From an optimization exercise on the open Yosys and OpenROAD flow, aimed at small area, a short achievable clock period and few clock cycles; shortcuts taken in it are not production practice. The RTL was checked by simulation tests, not by an equivalence proof against the original design.

==> inputs of 11-05 <==
## tinyqv_top
module tinyqv_top (
    input         clk,
    input         rst_n,
    output [27:0] data_addr,
    output  [1:0] data_write_n,
    output  [1:0] data_read_n,
    output [31:0] data_out,
    input         data_ready,
    input  [31:0] data_in,
    input   [3:0] spi_data_in,
    output  [3:0] spi_data_out,
    output  [3:0] spi_data_oe,
    output        spi_clk_out,
    output        spi_flash_select,
    output        spi_ram_a_select,
    output        spi_ram_b_select
);
    wire        data_read_complete;
    wire [15:0] debug_unused;
    wire  [3:0] debug_rd;
    tinyQV i_tinyqv (
        .clk(clk),
        .rstn(rst_n),
        .data_addr(data_addr),
        .data_write_n(data_write_n),
        .data_read_n(data_read_n),
        .data_read_complete(data_read_complete),
        .data_out(data_out),
        .data_ready(data_ready),
        .data_in(data_in),
        .interrupt_req(16'd0),
        .time_pulse(1'b0),
        .spi_data_in(spi_data_in),
        .spi_data_out(spi_data_out),
        .spi_data_oe(spi_data_oe),
        .spi_clk_out(spi_clk_out),
        .spi_flash_select(spi_flash_select),
        .spi_ram_a_select(spi_ram_a_select),
        .spi_ram_b_select(spi_ram_b_select),
        .debug_instr_complete(debug_unused[0]),
        .debug_instr_ready(debug_unused[1]),
        .debug_instr_valid(debug_unused[2]),
        .debug_fetch_restart(debug_unused[3]),
        .debug_data_ready(debug_unused[4]),
        .debug_interrupt_pending(debug_unused[5]),
        .debug_branch(debug_unused[6]),
        .debug_early_branch(debug_unused[7]),
        .debug_ret(debug_unused[8]),
        .debug_reg_wen(debug_unused[9]),
        .debug_counter_0(debug_unused[10]),
        .debug_data_continue(debug_unused[11]),
        .debug_stall_txn(debug_unused[12]),
        .debug_stop_txn(debug_unused[13]),
        .debug_rd(debug_rd)
    );
    assign debug_unused[15:14] = 2'b00;
    wire _unused = &{data_read_complete, debug_unused, debug_rd, 1'b0};
endmodule
Settings: LEC_CHECK=0, CAP_MARGIN=20, CORE_MARGIN=2, CORE_UTILIZATION=40, SLEW_MARGIN=20; clock period 15.0 ns.
run.sh (not shown) runs the stock make flow with config.mk's settings and CLKGATE_MAP_FILE= SYNTH_SCRIPT=/design/flow/synth_recipe.tcl, a recipe that flattens the netlist after the stock synthesis.
==> inputs of 05-14, as changes to 11-05 <==
--- a/flow/design.v
+++ b/flow/design.v
@@ -367,60 +367,65 @@
         .rs2(rs2_de),
         .rd(rd_de),
         .additional_mem_ops(additional_mem_ops_de),
         .mem_op_increment_reg(mem_op_increment_reg_de)
     );
     wire accept;                         
-    wire [23:1] target_de = pc_d + imm_de[23:1];
-    wire predict_de = is_jal_de || (is_branch_de && imm_de[31]);
+    wire [23:1] offset_de = (ibuf[1:0] == 2'b11) ?
+        (ibuf[3] ? {{4{ibuf[31]}}, ibuf[19:12], ibuf[20], ibuf[30:21]} :                       
+                   {{12{ibuf[31]}}, ibuf[7], ibuf[30:25], ibuf[11:8]}) :                       
+        (ibuf[14] ? {{16{ibuf[12]}}, ibuf[6:5], ibuf[2], ibuf[11:10], ibuf[4:3]} :             
+                    {{13{ibuf[12]}}, ibuf[8], ibuf[10:9], ibuf[6], ibuf[7], ibuf[2], ibuf[11], ibuf[5:3]});  
+    wire [23:1] target_de = pc_d + offset_de;
+    wire predict_de = is_jal_de || (is_branch_de && offset_de[23]);
     wire redirect;                       
     wire [23:1] redirect_target;
     wire [23:1] pc_next  = pc_d + {21'd0, instr_len_de};
-    wire [23:1] pc_next2 = pc_next + 23'd1;
-    wire [23:1] pc_d2    = pc_d + 23'd1;
-    wire [CB-1:2] idx_e_d = pc_d[CB-1:2] + {{(CB-3){1'b0}}, pc_d[1]};
-    wire [CB-1:2] idx_e_n = pc_next[CB-1:2] + {{(CB-3){1'b0}}, pc_next[1]};
-    wire [CB-1:2] idx_e = ibuf_valid ? idx_e_n : idx_e_d;
-    wire [CB-1:2] idx_o = ibuf_valid ? pc_next[CB-1:2] : pc_d[CB-1:2];
-    wire          swap  = ibuf_valid ? pc_next[1] : pc_d[1];
+    wire [CB-1:1] h_d   = pc_d[CB-1:1];
+    wire [14:CB]  tag_d = pc_d[14:CB];
+    wire [14:CB]  tag_d1 = tag_d + 1'b1;
+    wire [1:0]    step  = ibuf_valid ? instr_len_de : 2'd0;
+    wire [CB-1:0] hf0   = {1'b0, h_d} + {{(CB-2){1'b0}}, step};
+    wire [CB-1:0] hf1   = {1'b0, h_d} + {{(CB-2){1'b0}}, step} + 1'b1;
+    wire [14:CB]  tag_f0 = hf0[CB-1] ? tag_d1 : tag_d;
+    wire [14:CB]  tag_f1 = hf1[CB-1] ? tag_d1 : tag_d;
+    wire [CB-1:2] idx_o = hf0[CB-2:1];
+    wire [CB-1:2] idx_e = hf1[CB-2:1];
+    wire          swap  = hf0[0];
     wire [15:0] hw_e = cache_e[idx_e];
     wire [15:0] hw_o = cache_o[idx_o];
     wire [31:0] instr_f = swap ? {hw_e, hw_o} : {hw_o, hw_e};
-    wire hit0_d = cache_v[pc_d[CB-1:1]]     && cache_tag[pc_d[CB-1:LB]]     == pc_d[14:CB];
-    wire hit1_d = cache_v[pc_d2[CB-1:1]]    && cache_tag[pc_d2[CB-1:LB]]    == pc_d2[14:CB];
-    wire hit0_n = cache_v[pc_next[CB-1:1]]  && cache_tag[pc_next[CB-1:LB]]  == pc_next[14:CB];
-    wire hit1_n = cache_v[pc_next2[CB-1:1]] && cache_tag[pc_next2[CB-1:LB]] == pc_next2[14:CB];
-    wire hit0 = ibuf_valid ? hit0_n : hit0_d;
-    wire hit1 = ibuf_valid ? hit1_n : hit1_d;
+    wire hit0 = cache_v[hf0[CB-2:0]] && cache_tag[hf0[CB-2:LB-1]] == tag_f0;
+    wire hit1 = cache_v[hf1[CB-2:0]] && cache_tag[hf1[CB-2:LB-1]] == tag_f1;
+    wire [CB-1:0] hd1    = {1'b0, h_d} + 1'b1;
+    wire [14:CB]  tag_dd1 = hd1[CB-1] ? tag_d1 : tag_d;
+    wire hit0_d = cache_v[h_d] && cache_tag[h_d[CB-1:LB]] == tag_d;
+    wire hit1_d = cache_v[hd1[CB-2:0]] && cache_tag[hd1[CB-2:LB-1]] == tag_dd1;
+    wire [23:1] pc_d2 = pc_d + 23'd1;
     wire valid_f = hit0 && (instr_f[1:0] != 2'b11 || hit1);
     always @(posedge clk) begin
         if (!rstn) begin
             pc_d <= 23'd0;
             ibuf_valid <= 1'b0;
-        end else if (redirect) begin
-            pc_d <= redirect_target;
-            ibuf_valid <= 1'b0;
-        end else if (accept && predict_de) begin
-            pc_d <= target_de;
-            ibuf_valid <= 1'b0;
         end else begin
-            if (accept) pc_d <= pc_next;
-            if (accept || !ibuf_valid) begin
-                ibuf <= instr_f;
-                ibuf_valid <= valid_f;
-            end
+            if (redirect)    pc_d <= redirect_target;
+            else if (accept) pc_d <= predict_de ? target_de : pc_next;
+            if (redirect || (accept && predict_de)) ibuf_valid <= 1'b0;
+            else if (accept || !ibuf_valid)         ibuf_valid <= valid_f;
         end
     end
+    always @(posedge clk)
+        if (accept || !ibuf_valid) ibuf <= instr_f;
     localparam F_IDLE = 2'd0;    
     localparam F_REQ  = 2'd1;    
     localparam F_RUN  = 2'd2;    
     reg [1:0]  fstate;
-    reg [23:1] stream_addr;
+    reg [14:1] stream_addr;              
     wire [15:0] hw_d = pc_d[1] ? cache_o[pc_d[CB-1:2]] : cache_e[pc_d[CB-1:2]];
     wire fetch_miss = !ibuf_valid && !(hit0_d && (hw_d[1:0] != 2'b11 || hit1_d));
-    wire [23:1] miss_addr = hit0_d ? pc_d2 : pc_d;
+    wire [14:1] miss_addr = hit0_d ? pc_d2[14:1] : pc_d[14:1];
     wire [14:1] stream_ahead = stream_addr[14:1] - pc_d[14:1];
     always @(posedge clk) begin
         if (!rstn) begin
             fstate <= F_IDLE;
         end else begin
             case (fstate)
@@ -433,13 +438,13 @@
                     if (fetch_miss && stream_addr != miss_addr) begin
                         fstate <= F_REQ;
                         stream_addr <= miss_addr;
                     end else if (instr_fetch_stopped) begin
                         fstate <= F_IDLE;
                     end else if (instr_ready) begin
-                        stream_addr <= stream_addr + 23'd1;
+                        stream_addr <= stream_addr + 14'd1;
                     end
                 end
             endcase
         end
     end
     wire cache_write = fstate == F_RUN && instr_ready;
@@ -458,13 +463,13 @@
                 cache_v[{stream_addr[CB-1:LB], {(LB-1){1'b0}}} +: (1 << (LB-1))] <= {{((1 << (LB-1))-1){1'b0}}, 1'b1} << stream_addr[LB-1:1];
             end else begin
                 cache_v[stream_addr[CB-1:1]] <= 1'b1;
             end
         end
     end
-    assign instr_addr = stream_addr;
+    assign instr_addr = {9'd0, stream_addr};
     assign instr_fetch_restart = fstate == F_REQ;
     assign instr_fetch_stall = fstate == F_RUN && stream_ahead >= LIM;
     reg        e_valid;
     reg is_load, is_store, is_alu, is_lui, is_branch, is_jalr, is_jal, is_mul, is_czero, e_sub;
     reg [3:0] alu_op;
     reg [2:0] mem_op;
==> flow/flow/run.sh (new file) <==
#!/bin/bash
# The standard layout (standard.sh: standard synthesis, then ORFS to
# finish at the design's clock period and constraints), with clock tree
# synthesis told not to add dummy loads for balancing, and timing repair
# aiming for 9 ns of setup slack.
set -e
export CTS_ARGS="-sink_clustering_enable -repair_clock_nets -sink_clustering_size 25 -sink_clustering_max_diameter 60 -dont_use_dummy_load"
export SETUP_SLACK_MARGIN=9
bash standard.sh > standard.log 2>&1
==> flow/standard.sh (new file) <==
#!/bin/bash
# synth_recipe.tcl (not shown) runs the flow's synth.tcl, then flattens the netlist and writes it again
# the make line also repeats each setting of config.mk as NAME=value (left out here)
make -C /OpenROAD-flow-scripts/flow DESIGN_CONFIG=/design/flow/config.mk WORK_HOME=/design/flow/orfs CLKGATE_MAP_FILE= SYNTH_SCRIPT=/design/flow/synth_recipe.tcl "${@:-finish}"
ABC_AREA = 1   (was default)
CTS_CLUSTER_DIAMETER = 60   (was default)
CTS_CLUSTER_SIZE = 25   (was default)
removed: flow/run.sh
==> results.toml <==
[global_routing]
use_met2 = 0.502
antenna_found_initial = 13

[run_status]
status = "timing/DRC/antenna clean"

[timing]
finClkSkew_ns = 0.106

[setup_path]
worst-setup-path-type = "reg2reg"
(the above is from 05-14)
==> results.toml <==
[run_status]
status = "timing/DRC/antenna clean"

[setup_path]
worst-setup-path-type = "reg2out"

[logic_synthesis]
synthSimpleGateAreaFrac = 0.117

[timing]
finClkSkew_ns = 0.0650
setup_ws_ns = 8.45

[global_routing]
antenna_found_initial = 12
use_met2 = 0.479

[cells_and_area]
seq_cell_count = 1403
stdcell_count = 9979
postLayoutCoreUtil = 0.453

[power]
p_comb_uw = 2460
(the above is from 11-05)
Testbench counts of 11-05, summed over its fixed seeds: cycles 547,246.
Testbench counts of 05-14, summed over its fixed seeds: cycles 547,246.

-- static timing again, ports no longer ideal --
No port has a modelled driver above. Below, the same layouts with a new extraction and two added sets of constraints. Step 1: set_driving_cell puts a clkbuf_16 on clk and a buf_2 on each other input, an assumption about the parent block. Step 2 times the ports against the registers' clock, not the clock port: input delays grow and output delays shrink by t, the midpoint of the rising clock arrivals with the driver on. Slacks: ideal / step 1 / step 2; pairs: ideal / step 1.
| run | t, ns | slack for setup (ns) | worst setup path at the end | clock arrival spread, ns |
|---|---|---|---|---|
| 11-05 | 0.917 | 8.449 / 8.357 / 8.581 | register to register | 0.072 / 0.072 |
| 05-14 | 0.852 | 9.236 / 9.236 / 9.236 | register to register | 0.107 / 0.106 |
After both steps every run listed still meets setup and hold.
